This design comes from an exercise in tuning for small area on the open sky130 flow, not from production work.
Function was checked by simulation only, so behaviour that the tests miss may differ from the original.

### flow/flow/run.sh
#!/bin/bash
# The standard layout, with three changes:
#  - ABC maps the logic for area only (map -a, no buffering or upsizing), from a copy of
#    ORFS's scripts whose abc_area.script is replaced (ABC_AREA is 1 in config.mk);
#  - the port buffers are made from the smallest buffer cell;
#  - the constant outputs share one tie cell instead of one tie cell each.
set -euo pipefail
rm -rf scripts_area
cp -r "$FLOW_HOME/scripts" scripts_area
printf 'strash\ndch\nmap -a\ntopo\nstime -c\ndnsize -c\n' > scripts_area/abc_area.script
bash standard.sh "SCRIPTS_DIR=$PWD/scripts_area" \
  "BUFFER_PORTS_ARGS=-buffer_cell sky130_fd_sc_hd__buf_1" \
  SKIP_REPAIR_TIE_FANOUT=1 finish > make_finish.log 2>&1
### flow/standard.sh
#!/bin/bash
# synth_recipe.tcl (not shown) runs the flow's synth.tcl, then flattens the netlist and writes it again
# the make line also repeats each setting of config.mk as NAME=value (left out here)
make -C /OpenROAD-flow-scripts/flow DESIGN_CONFIG=/design/flow/config.mk WORK_HOME=/design/flow/orfs CLKGATE_MAP_FILE= SYNTH_SCRIPT=/design/flow/synth_recipe.tcl "${@:-finish}"
### flow/config.mk
export PLATFORM = sky130hd
export DESIGN_NAME = comparator_latch
export DESIGN_NICKNAME = comparator_latch
export VERILOG_FILES = /design/flow/design.v
export SDC_FILE = /design/flow/constraint.sdc
export NUM_CORES = 4
export LEC_CHECK = 0
export ABC_AREA = 1
export CAP_MARGIN = 20
export CORE_MARGIN = 2
export CORE_UTILIZATION = 40
export CTS_BUF_LIST = sky130_fd_sc_hd__clkbuf_1
export SLEW_MARGIN = 20
export SYNTH_HIERARCHICAL = 1
export SYNTH_MINIMUM_KEEP_SIZE = 0
### flow/constraint.sdc
create_clock -name core_clock -period 26.0 [get_ports {clk}]
set_input_delay 5.2000 -clock core_clock [delete_from_list [all_inputs] [get_ports {clk}]]
set_output_delay 5.2000 -clock core_clock [all_outputs]
set_load 0.01 [all_outputs]
### flow/design.v
module comparator_latch #
(
  parameter n_to_response_time = -1038,
  parameter p_to_response_time = -1020,
  parameter const_response_time = 1285,
  parameter n_to_tau = -1248,
  parameter p_to_tau = 1037,
  parameter const_tau = 1042,
  parameter n_to_response_time_lh = -1752,
  parameter p_to_response_time_lh = -1006,
  parameter const_response_time_lh = 1185,
  parameter n_to_tau_lh = 1131,
  parameter p_to_tau_lh = -1115,
  parameter const_tau_lh = 1529
)
(
  input clk,
  input reset,
  input sys_clk,
  input [15-1:0] n,
  input [15-1:0] p,
  output [35-1:0] out
);
  wire g0 = p[0] & p[3];
  wire g1, g2;
  cl_fa u_g1 (.a(p[1]), .b(p[4]), .c(g0), .s(g1), .co(g2));
  wire g3, g4;
  cl_fa u_g3 (.a(p[2]), .b(p[5]), .c(g2), .s(g3), .co(g4));
  wire g5, g6;
  cl_fa u_g5 (.a(p[3]), .b(p[6]), .c(g4), .s(g5), .co(g6));
  wire g7, g8;
  cl_fa u_g7 (.a(p[4]), .b(p[7]), .c(g6), .s(g7), .co(g8));
  wire g9, g10;
  cl_fa u_g9 (.a(p[5]), .b(p[8]), .c(g8), .s(g9), .co(g10));
  wire g11, g12;
  cl_fa u_g11 (.a(p[6]), .b(p[9]), .c(g10), .s(g11), .co(g12));
  wire g13, g14;
  cl_fa u_g13 (.a(p[7]), .b(p[10]), .c(g12), .s(g13), .co(g14));
  wire g15 = ~p[11];
  wire g16, g17;
  cl_fa u_g16 (.a(p[8]), .b(g15), .c(g14), .s(g16), .co(g17));
  wire g18 = g16 ^ 1'b1;
  wire g19 = g16 & 1'b1;
  wire g20, g21;
  cl_fa u_g20 (.a(p[9]), .b(g17), .c(g19), .s(g20), .co(g21));
  wire g22 = g20 ^ 1'b1;
  wire g23 = g20 & 1'b1;
  wire g24, g25;
  cl_fa u_g24 (.a(p[10]), .b(g21), .c(g23), .s(g24), .co(g25));
  wire g26 = g24 ^ 1'b1;
  wire g27 = g24 & 1'b1;
  wire g28, g29;
  cl_fa u_g28 (.a(g15), .b(g25), .c(g27), .s(g28), .co(g29));
  wire g30 = g29 ^ 1'b1;
  wire g31 = n[0] | st[3];
  wire g32 = n[1] | st[3];
  wire g33 = n[2] | st[3];
  wire g34 = n[0] & ~st[3];
  wire g35 = n[3] | st[3];
  wire g36 = st[3] ? n[3] : n[1];
  wire g37 = n[4] | st[3];
  wire g38 = st[3] ? n[4] : n[2];
  wire g39 = n[5] | st[3];
  wire g40 = st[3] ? n[5] : ~n[6];
  wire g41 = st[3] ? n[6] : ~n[7];
  wire g42 = st[3] ? n[7] : ~n[8];
  wire g43 = g1 & st[3];
  wire g44 = st[3] ? n[3] : n[0];
  wire g45 = st[3] ? n[8] : ~n[9];
  wire g46 = st[3] ? g3 : ~p[6];
  wire g47 = st[3] ? n[4] : n[1];
  wire g48 = st[3] ? n[9] : ~n[10];
  wire g49 = st[3] ? g5 : ~p[7];
  wire g50 = st[3] ? n[5] : n[2];
  wire g51 = st[3] ? n[10] : p[0];
  wire g52 = st[3] ? g7 : ~n[11];
  wire g53 = p[8] | st[3];
  wire g54 = n[3] ^ st[3];
  wire g55 = st[3] ? n[6] : p[1];
  wire g56 = st[3] ? n[11] : ~n[12];
  wire g57 = st[3] ? g9 : ~p[9];
  wire g58 = n[4] ^ st[3];
  wire g59 = st[3] ? n[7] : p[2];
  wire g60 = st[3] ? n[12] : ~n[13];
  wire g61 = st[3] ? g11 : ~p[10];
  wire g62 = p[0] | ~st[3];
  wire g63 = n[5] ^ st[3];
  wire g64 = st[3] ? n[8] : n[14];
  wire g65 = st[3] ? n[13] : p[3];
  wire g66 = st[3] ? g13 : ~p[11];
  wire g67 = p[1] | ~st[3];
  wire g68 = n[6] ^ st[3];
  wire g69 = st[3] ? n[9] : p[4];
  wire g70 = st[3] ? g18 : ~p[12];
  wire g71 = n[14] | ~st[3];
  wire g72 = p[2] | ~st[3];
  wire g73 = n[7] ^ st[3];
  wire g74 = st[3] ? n[10] : p[5];
  wire g75 = st[3] ? g22 : ~p[13];
  wire g76 = p[3] | ~st[3];
  wire g77 = n[8] ^ st[3];
  wire g78 = st[3] ? n[11] : p[6];
  wire g79 = st[3] ? g26 : p[14];
  wire g80 = p[4] | ~st[3];
  wire g81 = n[9] ^ st[3];
  wire g82 = st[3] ? n[12] : p[7];
  wire g83 = g28 & st[3];
  wire g84 = p[5] | ~st[3];
  wire g85 = n[10] ^ st[3];
  wire g86 = st[3] ? n[13] : p[8];
  wire g87 = p[6] | ~st[3];
  wire g88 = g30 | ~st[3];
  wire g89 = n[11] ^ st[3];
  wire g90 = st[3] ? ~n[14] : p[9];
  wire g91 = p[7] | ~st[3];
  wire g92 = n[12] ^ st[3];
  wire g93 = st[3] ? ~p[8] : p[10];
  wire g94 = n[13] ^ st[3];
  wire g95 = st[3] ? ~p[9] : p[11];
  wire g96 = n[14] ^ st[3];
  wire g97 = st[3] ? ~p[10] : p[12];
  wire g98 = st[3] ? p[11] : p[13];
  wire g99 = p[14] | st[3];
  wire g100 = g34 & ~g35;
  wire g101 = (g36 & ~g37) | (g36 & g100) | (~g37 & g100);
  wire g102 = (g38 & ~g39) | (g38 & g101) | (~g39 & g101);
  wire g103 = (n[3] & g40) | (n[3] & g102) | (g40 & g102);
  wire g104, g105;
  cl_fa u_g104 (.a(n[4]), .b(g41), .c(g103), .s(g104), .co(g105));
  wire g106, g107;
  cl_fa u_g106 (.a(n[5]), .b(g42), .c(g43), .s(g106), .co(g107));
  wire g108 = g105 ^ g106;
  wire g109 = g105 & g106;
  wire g110, g111;
  cl_fa u_g110 (.a(n[6]), .b(g44), .c(g45), .s(g110), .co(g111));
  wire g112, g113;
  cl_fa u_g112 (.a(g46), .b(g107), .c(g109), .s(g112), .co(g113));
  wire g114 = ~(g110 ^ g112);
  wire g115 = g110 | g112;
  wire g116, g117;
  cl_fa u_g116 (.a(n[7]), .b(g47), .c(g48), .s(g116), .co(g117));
  wire g118, g119;
  cl_fa u_g118 (.a(g49), .b(g111), .c(g113), .s(g118), .co(g119));
  wire g120, g121;
  cl_fa u_g120 (.a(g115), .b(g116), .c(g118), .s(g120), .co(g121));
  wire g122, g123;
  cl_fa u_g122 (.a(n[8]), .b(g50), .c(g51), .s(g122), .co(g123));
  wire g124, g125;
  cl_fa u_g124 (.a(g52), .b(g117), .c(g119), .s(g124), .co(g125));
  wire g126, g127;
  cl_fa u_g126 (.a(g121), .b(g122), .c(g124), .s(g126), .co(g127));
  wire g128 = g53 ^ g126;
  wire g129 = ~g53 & g126;
  wire g130, g131;
  cl_fa u_g130 (.a(n[9]), .b(g54), .c(g55), .s(g130), .co(g131));
  wire g132, g133;
  cl_fa u_g132 (.a(g56), .b(g57), .c(g123), .s(g132), .co(g133));
  wire g134, g135;
  cl_fa u_g134 (.a(g125), .b(g127), .c(g129), .s(g134), .co(g135));
  wire g136, g137;
  cl_fa u_g136 (.a(g130), .b(g132), .c(g134), .s(g136), .co(g137));
  wire g138, g139;
  cl_fa u_g138 (.a(n[10]), .b(g58), .c(g59), .s(g138), .co(g139));
  wire g140, g141;
  cl_fa u_g140 (.a(g60), .b(g61), .c(g131), .s(g140), .co(g141));
  wire g142, g143;
  cl_fa u_g142 (.a(g133), .b(g135), .c(g137), .s(g142), .co(g143));
  wire g144, g145;
  cl_fa u_g144 (.a(g138), .b(g140), .c(g142), .s(g144), .co(g145));
  wire g146 = g62 ^ g144;
  wire g147 = ~g62 & g144;
  wire g148, g149;
  cl_fa u_g148 (.a(n[11]), .b(g63), .c(g64), .s(g148), .co(g149));
  wire g150, g151;
  cl_fa u_g150 (.a(g65), .b(g66), .c(g139), .s(g150), .co(g151));
  wire g152, g153;
  cl_fa u_g152 (.a(g141), .b(g143), .c(g145), .s(g152), .co(g153));
  wire g154, g155;
  cl_fa u_g154 (.a(g147), .b(g148), .c(g150), .s(g154), .co(g155));
  wire g156 = ~g67;
  wire g157, g158;
  cl_fa u_g157 (.a(g156), .b(g152), .c(g154), .s(g157), .co(g158));
  wire g159, g160;
  cl_fa u_g159 (.a(n[12]), .b(g68), .c(g69), .s(g159), .co(g160));
  wire g161, g162;
  cl_fa u_g161 (.a(g70), .b(g149), .c(g151), .s(g161), .co(g162));
  wire g163, g164;
  cl_fa u_g163 (.a(g153), .b(g155), .c(g158), .s(g163), .co(g164));
  wire g165, g166;
  cl_fa u_g165 (.a(g159), .b(g161), .c(g163), .s(g165), .co(g166));
  wire g167 = ~g165;
  wire g168, g169;
  cl_fa u_g168 (.a(g71), .b(g72), .c(g167), .s(g168), .co(g169));
  wire g170, g171;
  cl_fa u_g170 (.a(n[13]), .b(g73), .c(g74), .s(g170), .co(g171));
  wire g172, g173;
  cl_fa u_g172 (.a(g75), .b(g160), .c(g162), .s(g172), .co(g173));
  wire g174, g175;
  cl_fa u_g174 (.a(g164), .b(g166), .c(g170), .s(g174), .co(g175));
  wire g176 = ~g172;
  wire g177, g178;
  cl_fa u_g177 (.a(g76), .b(g169), .c(g176), .s(g177), .co(g178));
  wire g179 = g174 ^ g177;
  wire g180 = g174 & ~g177;
  wire g181, g182;
  cl_fa u_g181 (.a(n[14]), .b(g80), .c(g178), .s(g181), .co(g182));
  wire g183, g184;
  cl_fa u_g183 (.a(g77), .b(g78), .c(g79), .s(g183), .co(g184));
  wire g185, g186;
  cl_fa u_g185 (.a(g171), .b(g173), .c(g175), .s(g185), .co(g186));
  wire g187, g188;
  cl_fa u_g187 (.a(g180), .b(g183), .c(g185), .s(g187), .co(g188));
  wire g189 = ~(~g181 ^ g187);
  wire g190 = ~g181 | g187;
  wire g191, g192;
  cl_fa u_g191 (.a(g81), .b(g82), .c(g83), .s(g191), .co(g192));
  wire g193, g194;
  cl_fa u_g193 (.a(g184), .b(g186), .c(g188), .s(g193), .co(g194));
  wire g195, g196;
  cl_fa u_g195 (.a(g190), .b(g191), .c(g193), .s(g195), .co(g196));
  wire g197 = ~g195;
  wire g198, g199;
  cl_fa u_g198 (.a(g84), .b(g182), .c(g197), .s(g198), .co(g199));
  wire g200, g201;
  cl_fa u_g200 (.a(g87), .b(g88), .c(g199), .s(g200), .co(g201));
  wire g202, g203;
  cl_fa u_g202 (.a(g85), .b(g86), .c(g192), .s(g202), .co(g203));
  wire g204, g205;
  cl_fa u_g204 (.a(g194), .b(g196), .c(g202), .s(g204), .co(g205));
  wire g206 = g200 ^ g204;
  wire g207 = ~g200 & g204;
  wire g208, g209;
  cl_fa u_g208 (.a(g89), .b(g90), .c(g203), .s(g208), .co(g209));
  wire g210, g211;
  cl_fa u_g210 (.a(g205), .b(g207), .c(g208), .s(g210), .co(g211));
  wire g212 = ~g210;
  wire g213, g214;
  cl_fa u_g213 (.a(g91), .b(g201), .c(g212), .s(g213), .co(g214));
  wire g215, g216;
  cl_fa u_g215 (.a(g92), .b(g93), .c(g209), .s(g215), .co(g216));
  wire g217 = ~g214;
  wire g218, g219;
  cl_fa u_g218 (.a(g211), .b(g217), .c(g215), .s(g218), .co(g219));
  wire g220, g221;
  cl_fa u_g220 (.a(g94), .b(g95), .c(g216), .s(g220), .co(g221));
  wire g222 = ~(g219 ^ g220);
  wire g223 = g219 | g220;
  wire g224, g225;
  cl_fa u_g224 (.a(g97), .b(g221), .c(g223), .s(g224), .co(g225));
  wire g226 = g96 ^ g224;
  wire g227 = ~g96 & g224;
  wire g228, g229;
  cl_fa u_g228 (.a(g98), .b(g225), .c(g227), .s(g228), .co(g229));
  wire g230 = g228 ^ 1'b1;
  wire g231 = g228 & 1'b1;
  wire g232 = ~g99;
  wire g233, g234;
  cl_fa u_g233 (.a(g232), .b(g229), .c(g231), .s(g233), .co(g234));
  wire g235 = g234 ^ 1'b1;
  wire g236 = g234 & 1'b1;
  wire g237 = g236 ^ 1'b1;
  wire g238 = 16'd8447 >> {st[3], st[2:0]};
  wire g239 = (g104 & ~g238) | ((g104 | ~g238) & 1'b0);
  wire g240 = 16'd55200 >> {st[3], st[2:0]};
  wire g241 = (g108 & ~g240) | ((g108 | ~g240) & g239);
  wire g242 = 16'd136 >> {st[3], st[2:0]};
  wire g243 = (g114 & ~g242) | ((g114 | ~g242) & g241);
  wire g244 = 16'd57152 >> {st[3], st[2:0]};
  wire g245 = (g120 & ~g244) | ((g120 | ~g244) & g243);
  wire g246 = 16'd10335 >> {st[3], st[2:0]};
  wire g247 = (~g128 & ~g246) | ((~g128 | ~g246) & g245);
  wire g248 = 16'd8311 >> {st[3], st[2:0]};
  wire g249 = (g136 & ~g248) | ((g136 | ~g248) & g247);
  wire g250 = 16'd55264 >> {st[3], st[2:0]};
  wire g251 = (~g146 & ~g250) | ((~g146 | ~g250) & g249);
  wire g252 = 16'd55 >> {st[3], st[2:0]};
  wire g253 = (g157 & ~g252) | ((g157 | ~g252) & g251);
  wire g254 = 16'd55 >> {st[3], st[2:0]};
  wire g255 = (~g168 & ~g254) | ((~g168 | ~g254) & g253);
  wire g256 = 16'd200 >> {st[3], st[2:0]};
  wire g257 = (~g179 & ~g256) | ((~g179 | ~g256) & g255);
  wire g258 = 16'd57088 >> {st[3], st[2:0]};
  wire g259 = (g189 & ~g258) | ((g189 | ~g258) & g257);
  wire g260 = 16'd63327 >> {st[3], st[2:0]};
  wire g261 = (~g198 & ~g260) | ((~g198 | ~g260) & g259);
  wire g262 = 16'd215 >> {st[3], st[2:0]};
  wire g263 = (~g206 & ~g262) | ((~g206 | ~g262) & g261);
  wire g264 = 16'd57320 >> {st[3], st[2:0]};
  wire g265 = (~g213 & ~g264) | ((~g213 | ~g264) & g263);
  wire g266 = 16'd63327 >> {st[3], st[2:0]};
  wire g267 = (g218 & ~g266) | ((g218 | ~g266) & g265);
  wire g268 = 16'd215 >> {st[3], st[2:0]};
  wire g269 = (g222 & ~g268) | ((g222 | ~g268) & g267);
  wire g270 = 16'd57320 >> {st[3], st[2:0]};
  wire g271 = (~g226 & ~g270) | ((~g226 | ~g270) & g269);
  wire g272 = 16'd10335 >> {st[3], st[2:0]};
  wire g273 = (g230 & ~g272) | ((g230 | ~g272) & g271);
  wire g274 = 16'd65416 >> {st[3], st[2:0]};
  wire g275 = (g233 & ~g274) | ((g233 | ~g274) & g273);
  wire g276 = 16'd65480 >> {st[3], st[2:0]};
  wire g277 = (g235 & ~g276) | ((g235 | ~g276) & g275);
  wire g278 = 16'd55 >> {st[3], st[2:0]};
  wire g279 = (~g237 & ~g278) | ((~g237 | ~g278) & g277);
  wire g280 = ((st[2:0] == 3'd1)) ? 1'b0 : ((st[2:0] == 3'd4)) ? 1'b1 : g279;
  wire g281 = ~g104 | 1'b1;
  wire g282 = ~g108 | g281;
  wire g283 = ~g114 & g282;
  wire g284 = ~g120 & g283;
  wire g285 = ~~g128 & g284;
  wire g286 = ~g136 | g285;
  wire g287 = ~~g146 | g286;
  wire g288 = ~g157 & g287;
  wire g289 = ~~g168 & g288;
  wire g290 = ~~g179 & g289;
  wire g291 = ~g189 & g290;
  wire g292 = ~~g198 & g291;
  wire g293 = ~~g206 | g292;
  wire g294 = ~~g213 & g293;
  wire g295 = ~g218 & g294;
  wire g296 = ~g222 | g295;
  wire g297 = ~~g226 & g296;
  wire g298 = ~g230 & g297;
  wire g299 = ~g233 | g298;
  wire g300 = ~g235 | g299;
  wire g301 = ~~g237 & g300;
  wire g302 = ~g301;
  wire g303 = ~g237;
  wire g304 = ~g104 | 1'b1;
  wire g305 = ~g108 & g304;
  wire g306 = ~g114 | g305;
  wire g307 = ~g120 | g306;
  wire g308 = ~~g128 | g307;
  wire g309 = ~g136 | g308;
  wire g310 = ~~g146 | g309;
  wire g311 = ~g157 & g310;
  wire g312 = ~~g168 & g311;
  wire g313 = ~~g179 & g312;
  wire g314 = ~g189 | g313;
  wire g315 = ~~g198 & g314;
  wire g316 = ~~g206 | g315;
  wire g317 = ~~g213 | g316;
  wire g318 = ~g218 & g317;
  wire g319 = ~g222 | g318;
  wire g320 = ~~g226 | g319;
  wire g321 = ~g230 | g320;
  wire g322 = ~g233 & g321;
  wire g323 = ~g235 | g322;
  wire g324 = ~~g237 & g323;
  wire g325 = ~g324;
  wire g326 = ((st[2:0] == 3'd2) | (st[2:0] == 3'd5)) ? ((g302 & ~g279) | g303) : ((st[2:0] == 3'd3)) ? (~g325 | (g302 & ~g279) | g303) : ((st[2:0] == 3'd1)) ? 1'b0 : 1'b1;
  wire g327 = (n[0] & ~p[0]) | ((n[0] | ~p[0]) & 1'b0);
  wire g328 = (n[1] & ~p[1]) | ((n[1] | ~p[1]) & g327);
  wire g329 = (n[2] & ~p[2]) | ((n[2] | ~p[2]) & g328);
  wire g330 = (n[3] & ~p[3]) | ((n[3] | ~p[3]) & g329);
  wire g331 = (n[4] & ~p[4]) | ((n[4] | ~p[4]) & g330);
  wire g332 = (n[5] & ~p[5]) | ((n[5] | ~p[5]) & g331);
  wire g333 = (n[6] & ~p[6]) | ((n[6] | ~p[6]) & g332);
  wire g334 = (n[7] & ~p[7]) | ((n[7] | ~p[7]) & g333);
  wire g335 = (n[8] & ~p[8]) | ((n[8] | ~p[8]) & g334);
  wire g336 = (n[9] & ~p[9]) | ((n[9] | ~p[9]) & g335);
  wire g337 = (n[10] & ~p[10]) | ((n[10] | ~p[10]) & g336);
  wire g338 = (n[11] & ~p[11]) | ((n[11] | ~p[11]) & g337);
  wire g339 = (n[12] & ~p[12]) | ((n[12] | ~p[12]) & g338);
  wire g340 = (n[13] & ~p[13]) | ((n[13] | ~p[13]) & g339);
  wire g341 = (n[14] & ~p[14]) | ((n[14] | ~p[14]) & g340);
  wire done1 = g280;
  wire done2 = g326;
  wire n_gt_p = g341;
  reg [3:0] st;
  reg prev_sys_clk;
  wire [2:0] lf = {st[1:0], st[2] ^ st[1]};
  wire start = ~prev_sys_clk & sys_clk & n_gt_p & (~n[14] | (n[13:0] == 14'd0));
  always @(posedge clk) prev_sys_clk <= sys_clk;
  always @(posedge clk) begin
    if (reset) st <= 4'd0;
    else case (st)
      4'd0, 4'd8: st <= start ? 4'd1 : 4'd8;
      4'd12: st <= (prev_sys_clk & ~sys_clk) ? 4'd9 : 4'd12;
      4'd14: st <= 4'd14;
      4'd9, 4'd10, 4'd13, 4'd11, 4'd15: st <= done2 ? 4'd14 : {1'b1, lf};
      default: st <= done1 ? 4'd12 : {1'b0, lf};
    endcase
  end
  wire is_r = (st == 4'd0);
  wire nz = ~((st == 4'd14) | (st == 4'd10) | (st == 4'd13) | (st == 4'd11) | (st == 4'd15));
  assign out = {1'b0, 1'b0, 1'b0, nz, nz, 1'b0, nz, 1'b0, 1'b0, nz, nz, 1'b0, 1'b0, is_r, is_r, 1'b0, 1'b0, is_r, is_r, 1'b0, 1'b0, is_r, is_r, 1'b0, 1'b0, is_r, is_r, 1'b0, 1'b0, is_r, is_r, 1'b0, 1'b0, is_r, is_r};
endmodule
module cl_fa(input a, input b, input c, output s, output co);
  assign s = a ^ b ^ c;
  assign co = (a & b) | (a & c) | (b & c);
endmodule
==> results of run 1 <==
==> Yosys cell counts, types with 6 or more instances <==
| cell type | n | area, µm² |
|---|---|---|
| o21ai_0 | 28 | 140 |
| a221oi_1 | 6 | 52.6 |
| nand3_1 | 6 | 30.0 |
| clkinv_1 | 62 | 233 |
| ha_1 | 13 | 163 |
| o22ai_1 | 7 | 43.8 |
| a21oi_1 | 33 | 165 |
| nand2_1 | 43 | 161 |
| buf_4 | 35 | 263 |
| xor2_1 | 7 | 61.3 |
| fa_1 | 63 | 1260 |
| nor2_1 | 51 | 191 |
==> routing by layer <==
metal  GRT usage, %  part of all wire, %  vias up  wire length [µm]
li1               -                    -     1349                 -
met1           27.3                   46     1283              3540
met2           33.0                   47       89              3660
met3           2.60                  5.4        9               416
met4           3.06                  1.1        0                86
met5              0                    0        -                 0
==> stage by stage <==
step | instance area [µm²] | util (%) | cells
after floorplan | 3150 | - | 399
after global placement | 3210 | 41.8 | 517
after detailed placement | 3210 | 41.8 | 517
after CTS | 3230 | 42.0 | 521
after global routing | 3230 | 42.0 | 521
final | 3230 | 42.0 | 521
==> cells in the final DEF, fill, tap and decap left out, drive strengths merged <==
| cell type | n |
|---|---|
| o31ai | 4 |
| clkinv | 62 |
| conb | 1 |
| ha | 13 |
| a31oi | 5 |
| or2 | 1 |
| fa | 63 |
| a21oi | 33 |
| a221oi | 6 |
| nor4 | 2 |
| xor2 | 7 |
| nand3 | 6 |
| o211ai | 1 |
| o21ai | 28 |
| o41ai | 1 |
| o221ai | 3 |
| a311oi | 1 |
| nor3 | 5 |
| buf | 51 |
| o22ai | 7 |
| o21bai | 3 |
| maj3 | 2 |
| o311ai | 1 |
| clkbuf | 4 |
| nor2 | 51 |
| nand4 | 3 |
| a211oi | 1 |
| a22oi | 5 |
| dfxtp | 5 |
| nand2 | 43 |
| a41oi | 1 |
==> worst register-to-register path, delay by kind of cell (launching register included) <==
family / cells / cell delay [ps]
buffers and inverters: 11 / 1380
AND/OR/NAND/NOR: 3 / 230
adder cells (fa/ha/maj): 34 / 13300
AO/OA/AOI/OAI: 8 / 1250
flip-flops: 1 / 330
==> worst max path at each step <==
stage / from / endpoint / depth (start not counted)
after detailed placement: p[3] / st[2] / 54
final: p[3] / st[2] / 54
after CTS: p[3] / st[2] / 54
after global placement: p[3] / st[2] / 54
after floorplan: p[3] / st[2] / 53
after global routing: p[3] / st[2] / 54
==> modules after synthesis, one instance, submodules excluded <==
module | cells inside | copies in the design
comparator_latch | 336 | 1
cl_fa | 1 | 63
==> logic make-up (layout without fill, tap and decap cells) <==
logic type      after synthesis  in the layout  synth area share, %
simple gates                111            111                 14.1
compound gates              100            100                 19.0
buf+inv                      97            117                 15.7
fa+ha+maj                    78             78                 45.8
xor+xnor                      7              7                 1.95
flops                         5              5                 3.18
other cells                   1              1                0.119
==> registers in the layout, indices dropped and copies added (netlist names) <==
| register | count |
|---|---|
| prev_sys_clk | 1 |
| st | 4 |
==> area by class of cell <==
class,count,area (µm²),share of cell area (%)
clock buffer,4,15.0,0.465
inverter,62,233,7.21
multi-input combinational,297,2550,79.1
sequential,5,101,3.14
tap,102,128,3.95
timing repair buffer,51,199,6.16
==> results_dict.tcl, run 1 <==
set metrics [dict create \
    via_count 2730 \
    cts-resized-gates 0 \
    cts_tree "done" \
    track_usage_pct 19.5 \
    synth_area_um2 3150 \
    synth_edf_count 0 \
    skew_ps 10.6 \
    clk_latency_ps 250 \
    ant_nets 0 \
    die_w_um 92.7 \
    r2r_start "st[3]" \
    io-pin-count 68 \
    worstPathRequired_ps 26140 \
    worstHoldStart "prev_sys_clk" \
    hold_viol 0 \
    place_ws_ps 4910 \
    overflow 0 \
    r2r_cells 56 \
    synth_warnings 7 \
    ys_types 30 \
    synth_ff_type "dfxtp_1" \
    ys_seq_area_share_pct 3.18 \
    relSlewSlack_pct 58.9 \
    crit_buf_inv 11 \
    fmax_mhz 48.1 \
    drive_gt1_share_pct 0.955 \
    cts_made_buffers 3 \
    core_um2 7690 \
    hold_end "st[0]" \
    post-cts-setup-buffer-count 0 \
    r2r_slack_ps 9380 \
    dp_hpwl_um 6680 \
    ys_ff_latch 5 \
    cp_data_arrival_time_ps 20910 \
    vias_per_cell 5.24 \
    min_path_cells 2 \
    critPathSlowestCell "fa_1" \
    synthCells 399 \
    wl_per_cell_um 14.8 \
    die_y_um 92.7 \
    syn-num-nets 508 \
    cts.sinks 5 \
    globalplace.congestion 0.891 \
    worst_pin_slew_ps 614 \
    outcome "timing/DRC/antenna clean" \
    antennaDiodeCount 0 \
    synthArstFlopShare_pct 0 \
    port_buffers 49 \
    clockBufferDepth 2 \
    rows 32 \
    fin_ws_ps 5230 \
    r2r-end "st[2]" \
    cts_hold_buf 0 \
    setup_violations 0 \
    crit_type "input pin to flip-flop" \
    cap_viol_max_count 0 \
    finalCritPeriodShare_pct 79.9 \
    drc 0 \
    hold_slack_ps 539 \
    rsz0062_at_grt "false" \
    htreeDepth 1 \
    start_util_pct 41.0 \
    die_area_um2 8600 \
    cp_common_cell "fa_1" \
    critPathMaxStageDelay_ps 590 \
    tns_ps 0 \
    critPathTopFamily "adder cells" \
    clk_pin_slew_ps 110 \
    layout_min_cycle_time_ps 20770 \
    grt_pass1_wl_um 13500 \
    cp_max_fo 4 \
    cts_root_buffer "clkbuf_1" \
    area_growth_pct 2.54 \
    worstSetupEndpointType "flip-flop" \
    fin_nets 529 \
    drt_pass1_iterations 5 \
    grt_max_degree 56 \
    drt_wl_total_um 7700 \
    hold_class "flip-flop to flip-flop" \
    finalMaxSlewViolations 0 \
    syn_area_per_cell_um2 7.89 \
    drt_iter0_markers 177 \
    fill_cells 824 \
    grt_pass1_vias 2830 \
    grt_antenna_before_repair 0 \
    worst_setup_path_start_kind "input pin" \
]
==> inputs of run 2 (changes only) <==
--- a/flow/config.mk
+++ b/flow/config.mk
@@ -8,8 +8,8 @@
 export ABC_AREA = 1
 export CAP_MARGIN = 20
 export CORE_MARGIN = 2
-export CORE_UTILIZATION = 40
-export CTS_BUF_LIST = sky130_fd_sc_hd__clkbuf_1
+export CORE_UTILIZATION = 60
+export CTS_BUF_LIST = sky130_fd_sc_hd__clkbuf_2
 export SLEW_MARGIN = 20
 export SYNTH_HIERARCHICAL = 1
 export SYNTH_MINIMUM_KEEP_SIZE = 0
==> run 2 against run 1 <==
  * Still clean on timing, DRC and antenna
  * Via count down 0.15%
  * Area after synthesis did not move
  * Sequential share of layout area is essentially flat
  * Hold slack better by 11 ps
  * Flip-flop and latch count stayed put
  * Setup slack improved by 70 ps
  * Die area is 32% lower
  * Design area decreased by 1.1%
  * Critical path type unchanged
  * Critical endpoint unchanged
  * Largest cell class unchanged
==> results_dict.tcl, run 2 <==
set metrics [dict create \
    outcome "timing/DRC/antenna clean" \
    die_w_um 76.5 \
    worst_pin_slew_ps 553 \
    overflow 0 \
    top_register "st" \
    cts-resized-gates 0 \
    crit_type "input pin to flip-flop" \
    critPathSlowestCell "fa_1" \
    hold_class "flip-flop to flip-flop" \
    start_util_pct 62.1 \
    rows 26 \
    drc 0 \
    worstSetupEndpointType "flip-flop" \
    clk_latency_ps 210 \
    setup_violations 0 \
    ys_top_cells_by_count "fa_1, clkinv_1, nor2_1" \
    relSlewSlack_pct 63.0 \
    via_count 2726 \
    cp_max_fo 4 \
    cts.sinks 5 \
    drt_wl_total_um 7440 \
    syn_area_per_cell_um2 7.89 \
    grt_pass1_vias 2817 \
    vias_per_cell 5.57 \
    worstPathRequired_ps 26090 \
    ant_nets 0 \
    final_cell_area_um2 3190 \
    synthCells 399 \
    synthTopCellsByArea "fa_1, buf_4, clkinv_1, nor2_1, a21oi_1" \
    drt_pass1_iterations 4 \
    clk_pin_slew_ps 70 \
    dp_hpwl_um 6490 \
    htreeDepth 1 \
    largest_registers "st: 4 flops, prev_sys_clk: 1 flops" \
    core_um2 5070 \
    grt_pass1_wl_um 13200 \
    synthArstFlopShare_pct 0 \
    ys_types 30 \
    hold_slack_ps 550 \
    track_usage_pct 28.0 \
    place_ws_ps 5070 \
    cp_common_cell "fa_1" \
    synth_area_um2 3150 \
    worst_setup_path_start_kind "input pin" \
    cts_tree "done" \
    cap_viol_max_count 0 \
    skew_ps 5.81 \
    grt_antenna_before_repair 0 \
    cts_made_buffers 3 \
    die_area_um2 5840 \
    final_cell_mix "fa_1, clkinv_1, nor2_1" \
    post-cts-setup-buffer-count 0 \
    synth_edf_count 0 \
    synth_warnings 7 \
    cts_hold_buf 0 \
    rsz0062_at_grt "false" \
    antennaDiodeCount 0 \
    port_buffers 49 \
    drive_gt1_share_pct 1.91 \
    finalCritPeriodShare_pct 79.6 \
    fmax_mhz 48.3 \
    clockBufferDepth 2 \
    ys_seq_area_share_pct 3.18 \
    cp_data_arrival_time_ps 20790 \
    hold_viol 0 \
    yosysMostFrequentCell "fa_1" \
    wl_per_cell_um 15.2 \
    synth_area_leader_cell "fa_1" \
    die_y_um 76.5 \
    drt_iter0_markers 170 \
    layout_commonest_cell "fa_1" \
    globalplace.congestion 0.938 \
    area_growth_pct 1.43 \
    dpl.cell_count 485 \
    io-pin-count 68 \
    dpl_cell_area_um2 3170 \
    tns_ps 0 \
    critPathMaxStageDelay_ps 570 \
    fin_ws_ps 5300 \
    fin_nets 529 \
    synth_ff_type "dfxtp_1" \
    grt_max_degree 56 \
    ys_ff_latch 5 \
    finalMaxSlewViolations 0 \
    netlist.area_leader.share_pct 40.0 \
    layout_min_cycle_time_ps 20700 \
    syn-num-nets 508 \
    cts_root_buffer "clkbuf_2" \
    fin_cells 489 \
    largest_reg_flops 4 \
]
## run 2: critical path, delay by kind of cell
kind / cells / cell delay [ps]
AO/OA/AOI/OAI: 5 / 1020
adder cells (fa/ha/maj): 34 / 13340
buffers and inverters: 11 / 880
AND/OR/NAND/NOR: 4 / 330
## run 2: final cells by class
| class | count | area (µm²) |
|---|---|---|
| Multi-Input combinational cell | 297 | 2550 |
| Inverter | 62 | 233 |
| Timing Repair Buffer | 51 | 199 |
| Tap cell | 70 | 87.6 |
| Fill cell | 510 | 1880 |
| Clock buffer | 4 | 20.0 |
| Sequential cell | 5 | 101 |
## run 2: logic make-up after synthesis
kind of cell / after synthesis / synth area share (%)
adder cells (fa/ha/maj): 78 / 45.8
other: 1 / 0.119
buffers and inverters: 97 / 15.7
AND/OR/NAND/NOR: 111 / 14.1
AO/OA/AOI/OAI: 100 / 19.0
flip-flops: 5 / 3.18
XOR/XNOR: 7 / 1.95
## run 2: path summary, 6_finish.rpt
path	start	end	slack, ps	depth (start not counted)
worst max register to register	st[3]	st[2]	9490	56
worst min-delay path	prev_sys_clk	st[0]	550	2
worst min register to register	prev_sys_clk	st[0]	550	2
worst max-delay path	p[3]	st[2]	5300	54
## run 2: layer usage
| metal | track usage, % | part of all wire [%] | up-vias |
|---|---|---|---|
| li1 | - | - | 1345 |
| met1 | 39.8 | 44 | 1282 |
| met2 | 48.6 | 48 | 93 |
| met3 | 1.42 | 6.2 | 6 |
| met4 | 4.36 | 1.2 | 0 |
| met5 | 0 | 0 | - |
## run 2: per-module statistics from Yosys, one instance, submodules excluded
| module | cells | flops+latches |
|---|---|---|
| comparator_latch | 336 | 5 |
| cl_fa | 1 | 0 |
## run 2: through the flow
| stage | utilization (%) |
|---|---|
| floorplan | - |
| global placement | 62.5 |
| detailed placement | 62.5 |
| CTS | 62.9 |
| global route | 62.9 |
| finish | 62.9 |
==> inputs of run 3 (changes only) <==
--- a/flow/config.mk
+++ b/flow/config.mk
@@ -8,7 +8,7 @@
 export ABC_AREA = 1
 export CAP_MARGIN = 20
 export CORE_MARGIN = 2
-export CORE_UTILIZATION = 60
+export CORE_UTILIZATION = 25
 export CTS_BUF_LIST = sky130_fd_sc_hd__clkbuf_2
 export SLEW_MARGIN = 20
 export SYNTH_HIERARCHICAL = 1
==> run 3 against run 2 <==
  * Die area increased by 130%
  * Design area increased by 3.8%
  * Sequential share of layout area decreased by 0.12 points
  * Register-to-register slack got worse by 90 ps
  * Count of clock-buffer cells in the layout unchanged
  * Routed wire length increased by 8.1%
  * Area after synthesis unchanged
  * First-iteration DRC count decreased by 22%
==> results_dict.tcl, run 3 <==
set metrics [dict create \
    hold_slack_ps 534 \
    relSlewSlack_pct 60.9 \
    setup_violations 0 \
    synthArstFlopShare_pct 0 \
    clockBufferDepth 2 \
    yosys.area_share.xor_xnor_pct 1.95 \
    dpl.cell_count 583 \
    syn_area_per_cell_um2 7.89 \
    synth_area_leader_cell "fa_1" \
    vias_per_cell 4.72 \
    synth_top_family_by_area "adder cells" \
    post-cts-setup-buffer-count 0 \
    drive_gt1_share_pct 1.91 \
    ys_top_cells_by_count "fa_1, clkinv_1, nor2_1" \
    track_usage_pct 12.7 \
    syn-num-nets 508 \
    io-pin-count 68 \
    clk_pin_slew_ps 60 \
    synthMuxAreaShare_pct 0 \
    synth_area_um2 3150 \
    largest_registers "st: 4 flops, prev_sys_clk: 1 flops" \
    worstSetupEndpointType "flip-flop" \
    synth_ff_type "dfxtp_1" \
    drt_wl_total_um 8040 \
    drc 0 \
    rsz0062_at_grt "false" \
    die_w_um 116 \
    synthCells 399 \
    synth_warnings 7 \
    finalMaxSlewViolations 0 \
    critPathTopFamily "adder cells" \
    finalCritPeriodShare_pct 80.2 \
    worst_setup_path_start_kind "input pin" \
    netlist.area_leader.share_pct 40.0 \
    grt_pass1_wl_um 13900 \
    tns_ps 0 \
    globalplace.congestion 0.874 \
    drt_iter0_markers 132 \
    grt_antenna_before_repair 0 \
    fin_ws_ps 5140 \
    fin_util_pct 27.3 \
    ys_types 30 \
    fmax_mhz 47.9 \
    top_register "st" \
    cp_max_fo 4 \
    antennaDiodeCount 0 \
    dp_hpwl_um 7090 \
    outcome "timing/DRC/antenna clean" \
    synthSimpleGateAreaFrac_pct 14.1 \
    synth_edf_count 0 \
    cts_hold_buf 0 \
    hold_viol 0 \
    skew_ps 3.47 \
    cp_common_cell "fa_1" \
    wl_per_cell_um 13.7 \
    layout_min_cycle_time_ps 20860 \
    critPathSlowestCell "fa_1" \
    htreeDepth 1 \
    area_growth_pct 5.32 \
    ant_nets 0 \
    synthAdderAreaFrac_pct 45.8 \
    ys_seq_area_share_pct 3.18 \
    core_um2 12200 \
    place_ws_ps 4870 \
    rows 40 \
    die_y_um 116 \
    layout_commonest_cell "fa_1" \
    critPathMaxStageDelay_ps 590 \
    cp_data_arrival_time_ps 20940 \
    crit_buf_inv 11 \
    worst_pin_slew_ps 585 \
    start_util_pct 25.9 \
    cap_viol_max_count 0 \
    fin_nets 529 \
    synthTopCellsByArea "fa_1, buf_4, clkinv_1, nor2_1, a21oi_1" \
    cts_made_buffers 3 \
    worstPathRequired_ps 26090 \
    ys_ff_latch 5 \
    cts_tree "done" \
    overflow 0 \
    crit_type "input pin to flip-flop" \
    fin_cells 587 \
    cts.sinks 5 \
    die_area_um2 13500 \
    dpl_cell_area_um2 3300 \
    yosysMostFrequentCell "fa_1" \
    largest_reg_flops 4 \
    cts_root_buffer "clkbuf_2" \
    synth-compound-area-share_pct 19.0 \
    final_cell_area_um2 3320 \
    via_count 2770 \
    drt_pass1_iterations 4 \
    cts-resized-gates 0 \
    grt_pass1_vias 2884 \
    final_cell_mix "fa_1, clkinv_1, nor2_1" \
    clk_latency_ps 220 \
    port_buffers 49 \
    hold_class "flip-flop to flip-flop" \
    grt_max_degree 56 \
]
==> run 3: cell counts in the layout (fill, tap and decap cells not counted) <==
Identical to the previous run, type by type.
==> run 3: worst reg2reg max path, delay by kind of cell (launching register included) <==
family	cells	cell delay (ps)
AO/OA/AOI/OAI	7	1360
adder cells (fa/ha/maj)	34	13240
flip-flops	1	310
buffers and inverters	11	1380
AND/OR/NAND/NOR	2	150
==> run 3: path summary, 6_finish.rpt <==
check	startpoint	end	slack (ps)	cells past startpoint
setup / recovery	p[3]	st[2]	5140	54
hold / removal	prev_sys_clk	st[0]	530	2
setup reg to reg	st[3]	st[2]	9400	54
hold reg to reg	prev_sys_clk	st[0]	530	2
==> run 3: layout make-up <==
| cell class | instances | area, µm² |
|---|---|---|
| multi-input cells | 297 | 2550 |
| fillers | 1339 | 8840 |
| flip-flops and latches | 5 | 101 |
| repair buffers | 51 | 199 |
| well taps | 168 | 210 |
| clock buffers | 4 | 20.0 |
| inverters | 62 | 233 |
==> run 3: cell families (layout without fill, tap and decap cells) <==
kind of cell | after synthesis | after routing
other cells | 1 | 1
fa+ha+maj | 78 | 78
compound gates | 100 | 100
flops | 5 | 5
buf+inv | 97 | 117
simple gates | 111 | 111
xor+xnor | 7 | 7
==> run 3: per-layer routing <==
layer / share of wire, % / global-route usage [%] / vias up
li1: - / - / 1342
met1: 43 / 16.5 / 1346
met2: 51 / 23.2 / 72
met3: 4.5 / 1.04 / 10
met4: 1.5 / 2.54 / 0
met5: 0 / 0 / -
==> run 3: Yosys stat by module, one instance, submodules excluded <==
module / cells / copies in the design / flops+latches / area, µm²
comparator_latch: 336 / 1 / 5 / 1890
cl_fa: 1 / 63 / 0 / 20.0
==> inputs of run 4 (changes only) <==
--- a/flow/config.mk
+++ b/flow/config.mk
@@ -8,7 +8,7 @@
 export ABC_AREA = 1
 export CAP_MARGIN = 20
 export CORE_MARGIN = 2
-export CORE_UTILIZATION = 25
+export CORE_UTILIZATION = 40
 export CTS_BUF_LIST = sky130_fd_sc_hd__clkbuf_2
 export SLEW_MARGIN = 20
 export SYNTH_HIERARCHICAL = 1
==> run 4 against run 3 <==
  * Setup slack improved by 50 ps
  * Still clean on timing, DRC and antenna
  * Die area fell by 36%
  * Clock skew increased by 1.7 ps
==> results_dict.tcl, run 4 <==
set metrics [dict create \
    r2r_start "st[3]" \
    drt_wl_total_um 7720 \
    cp_data_arrival_time_ps 20900 \
    grt_antenna_before_repair 0 \
    min_path_cells 2 \
    drt_iter0_markers 178 \
    syn_area_per_cell_um2 7.89 \
    core_um2 7690 \
    top_register "st" \
    area_growth_pct 2.70 \
    synthArstFlopShare_pct 0 \
    io-pin-count 68 \
    layout_min_cycle_time_ps 20800 \
    die_y_um 92.7 \
    synth_area_um2 3150 \
    ys_types 30 \
    clk_latency_ps 220 \
    syn-num-nets 508 \
    drc 0 \
    cp_max_fo 4 \
    worstSetupEndpointType "flip-flop" \
    dpl_cell_area_um2 3210 \
    ys_ff_latch 5 \
    r2r-end "st[2]" \
    synth_ff_type "dfxtp_1" \
    grt_pass1_wl_um 13500 \
    met3_usage_pct 2.60 \
    largest_registers "st: 4 flops, prev_sys_clk: 1 flops" \
    cts-resized-gates 0 \
    use_met1_pct 27.3 \
    cp_common_cell "fa_1" \
    die_w_um 92.7 \
    hold_class "flip-flop to flip-flop" \
    fmax_mhz 48.1 \
    vias_per_cell 5.23 \
    cts_hold_buf 0 \
    r2r_cells 56 \
    cts_tree "done" \
    fill_cells 823 \
    post-cts-setup-buffer-count 0 \
    setup_violations 0 \
    cap_viol_max_count 0 \
    hold_end "st[0]" \
    skew_ps 5.16 \
    die_area_um2 8600 \
    drt_pass1_iterations 5 \
    clk_pin_slew_ps 60 \
    worstHoldStart "prev_sys_clk" \
    fin_util_pct 42.1 \
    relSlewSlack_pct 58.9 \
    wl_per_cell_um 14.8 \
    worst_pin_slew_ps 615 \
    cts.sinks 5 \
    drive_gt1_share_pct 1.91 \
    layout_commonest_cell "fa_1" \
    crit_type "input pin to flip-flop" \
    netlist.area_leader.share_pct 40.0 \
    critPathSlowestCell "fa_1" \
    tns_ps 0 \
    yosysMostFrequentCell "fa_1" \
    track_usage_pct 19.6 \
    synth_edf_count 0 \
    via_count 2725 \
    worstPathRequired_ps 26100 \
    outcome "timing/DRC/antenna clean" \
    multiInputGateArea_um2 2550 \
    synthTopCellsByArea "fa_1, buf_4, clkinv_1, nor2_1, a21oi_1" \
    met2_usage_pct 33.0 \
    grt_max_degree 56 \
    globalplace.congestion 0.891 \
    largest_reg_flops 4 \
    synth_area_leader_cell "fa_1" \
    overflow 0 \
    rsz0062_at_grt "false" \
    finalMaxSlewViolations 0 \
    synth_warnings 7 \
    clockBufferDepth 2 \
    rows 32 \
    ant_nets 0 \
    grt_pass1_vias 2836 \
    critPathMaxStageDelay_ps 590 \
    port_buffers 49 \
    ys_seq_area_share_pct 3.18 \
    fin_nets 529 \
    synthCells 399 \
    top_usage_layer "met2" \
    final_cell_area_um2 3230 \
    start_util_pct 41.0 \
    r2r_slack_ps 9390 \
    dp_hpwl_um 6680 \
    hold_viol 0 \
    ys_top_cells_by_count "fa_1, clkinv_1, nor2_1" \
    antennaDiodeCount 0 \
    cts_made_buffers 3 \
    worst_setup_path_start_kind "input pin" \
    finalCritPeriodShare_pct 80.0 \
    final_cell_mix "fa_1, clkinv_1, nor2_1" \
    cts_root_buffer "clkbuf_2" \
    htreeDepth 1 \
    regArea_um2 101 \
]
-- run 4: Yosys stat by module, one instance, submodules excluded --
module            area (µm²)  times used
comparator_latch        1890           1
cl_fa                   20.0          63
-- run 4: how the worst max path moves through the flow --
| stage | start | to | slack (ps) | depth (start not counted) |
|---|---|---|---|---|
| floorplan | p[3] | st[2] | 5820 | 53 |
| global placement | p[3] | st[2] | 5160 | 54 |
| detailed placement | p[3] | st[2] | 4910 | 54 |
| CTS | p[3] | st[2] | 5130 | 54 |
| global route | p[3] | st[2] | 4300 | 54 |
| finish | p[3] | st[2] | 5200 | 54 |
-- run 4: routing by layer --
| metal | vias up | share of wire, % | routed length, µm |
|---|---|---|---|
| met5 | - | 0 | 0 |
| met4 | 0 | 1.1 | 86 |
| met2 | 90 | 48 | 3670 |
| met3 | 9 | 5.9 | 455 |
| met1 | 1279 | 45 | 3500 |
| li1 | 1347 | - | - |
-- run 4: cells by family (layout without fill, tap and decap cells) --
kind of cell	after synthesis	count (layout)	synth area share, %
simple gates	111	111	14.1
compound gates	100	100	19.0
buf+inv	97	117	15.7
fa+ha+maj	78	78	45.8
xor+xnor	7	7	1.95
flops	5	5	3.18
other cells	1	1	0.119
-- run 4: cell type report --
type	count	share of cell area, %
multi-input cells	297	79.0
inverters	62	7.20
repair buffers	51	6.15
well taps	102	3.95
flip-flops and latches	5	3.13
clock buffers	4	0.619
-- run 4: metrics by stage --
| stage | instances | hold WS (ps) | setup WS, ps |
|---|---|---|---|
| after floorplan | 399 | 489 | 5820 |
| after global routing | 521 | 561 | 4300 |
| final | 521 | 534 | 5200 |
| after detailed placement | 517 | 533 | 4910 |
| after global placement | 517 | 525 | 5160 |
| after CTS | 521 | 538 | 5130 |
-- run 4: critical path: cells and delay by family --
kind	cells	cell delay [ps]
buf+inv	11	870
fa+ha+maj	34	13470
compound gates	5	990
simple gates	4	340

-- what the ideal ports hide --
The results above use ideal ports. As a check the final layouts listed here were re-extracted and re-timed, cells and wires unchanged. Step 1 (the two cells are an assumption about what drives the block):
set clk [get_ports {clk}]
set_driving_cell -lib_cell sky130_fd_sc_hd__clkbuf_16 $clk
set_driving_cell -lib_cell sky130_fd_sc_hd__buf_2 [delete_from_list [all_inputs] $clk]
Step 2 moves the port delays by t, midway between the first and last clock arrival at a register: inputs arrive t later, outputs are due t later. That takes back most of the time a late clock gives input paths. Three values: ideal, step 1, step 2; two values: the first two.
run | t (ns) | setup WS [ns] | worst hold slack (ns) | latest minus earliest clock arrival (ns) | slew at the worst register clock pin (ns)
run 1 | 0.260 | 5.230 / 5.223 / 4.963 | 0.539 / 0.539 / 0.539 | 0.010 / 0.010 | 0.11 / 0.11
run 2 | 0.225 | 5.300 / 5.288 / 5.063 | 0.550 / 0.550 / 0.550 | 0.005 / 0.006 | 0.07 / 0.07
run 3 | 0.233 | 5.145 / 5.143 / 4.910 | 0.534 / 0.534 / 0.534 | 0.004 / 0.004 | 0.06 / 0.06
run 4 | 0.233 | 5.195 / 5.188 / 4.955 | 0.534 / 0.534 / 0.534 | 0.005 / 0.005 | 0.06 / 0.06
After both steps setup and hold are still met in every run listed. For run 1, which loses most, drivers alone change the setup slack by -0.007 ns; drivers and shift together by -0.267 ns.
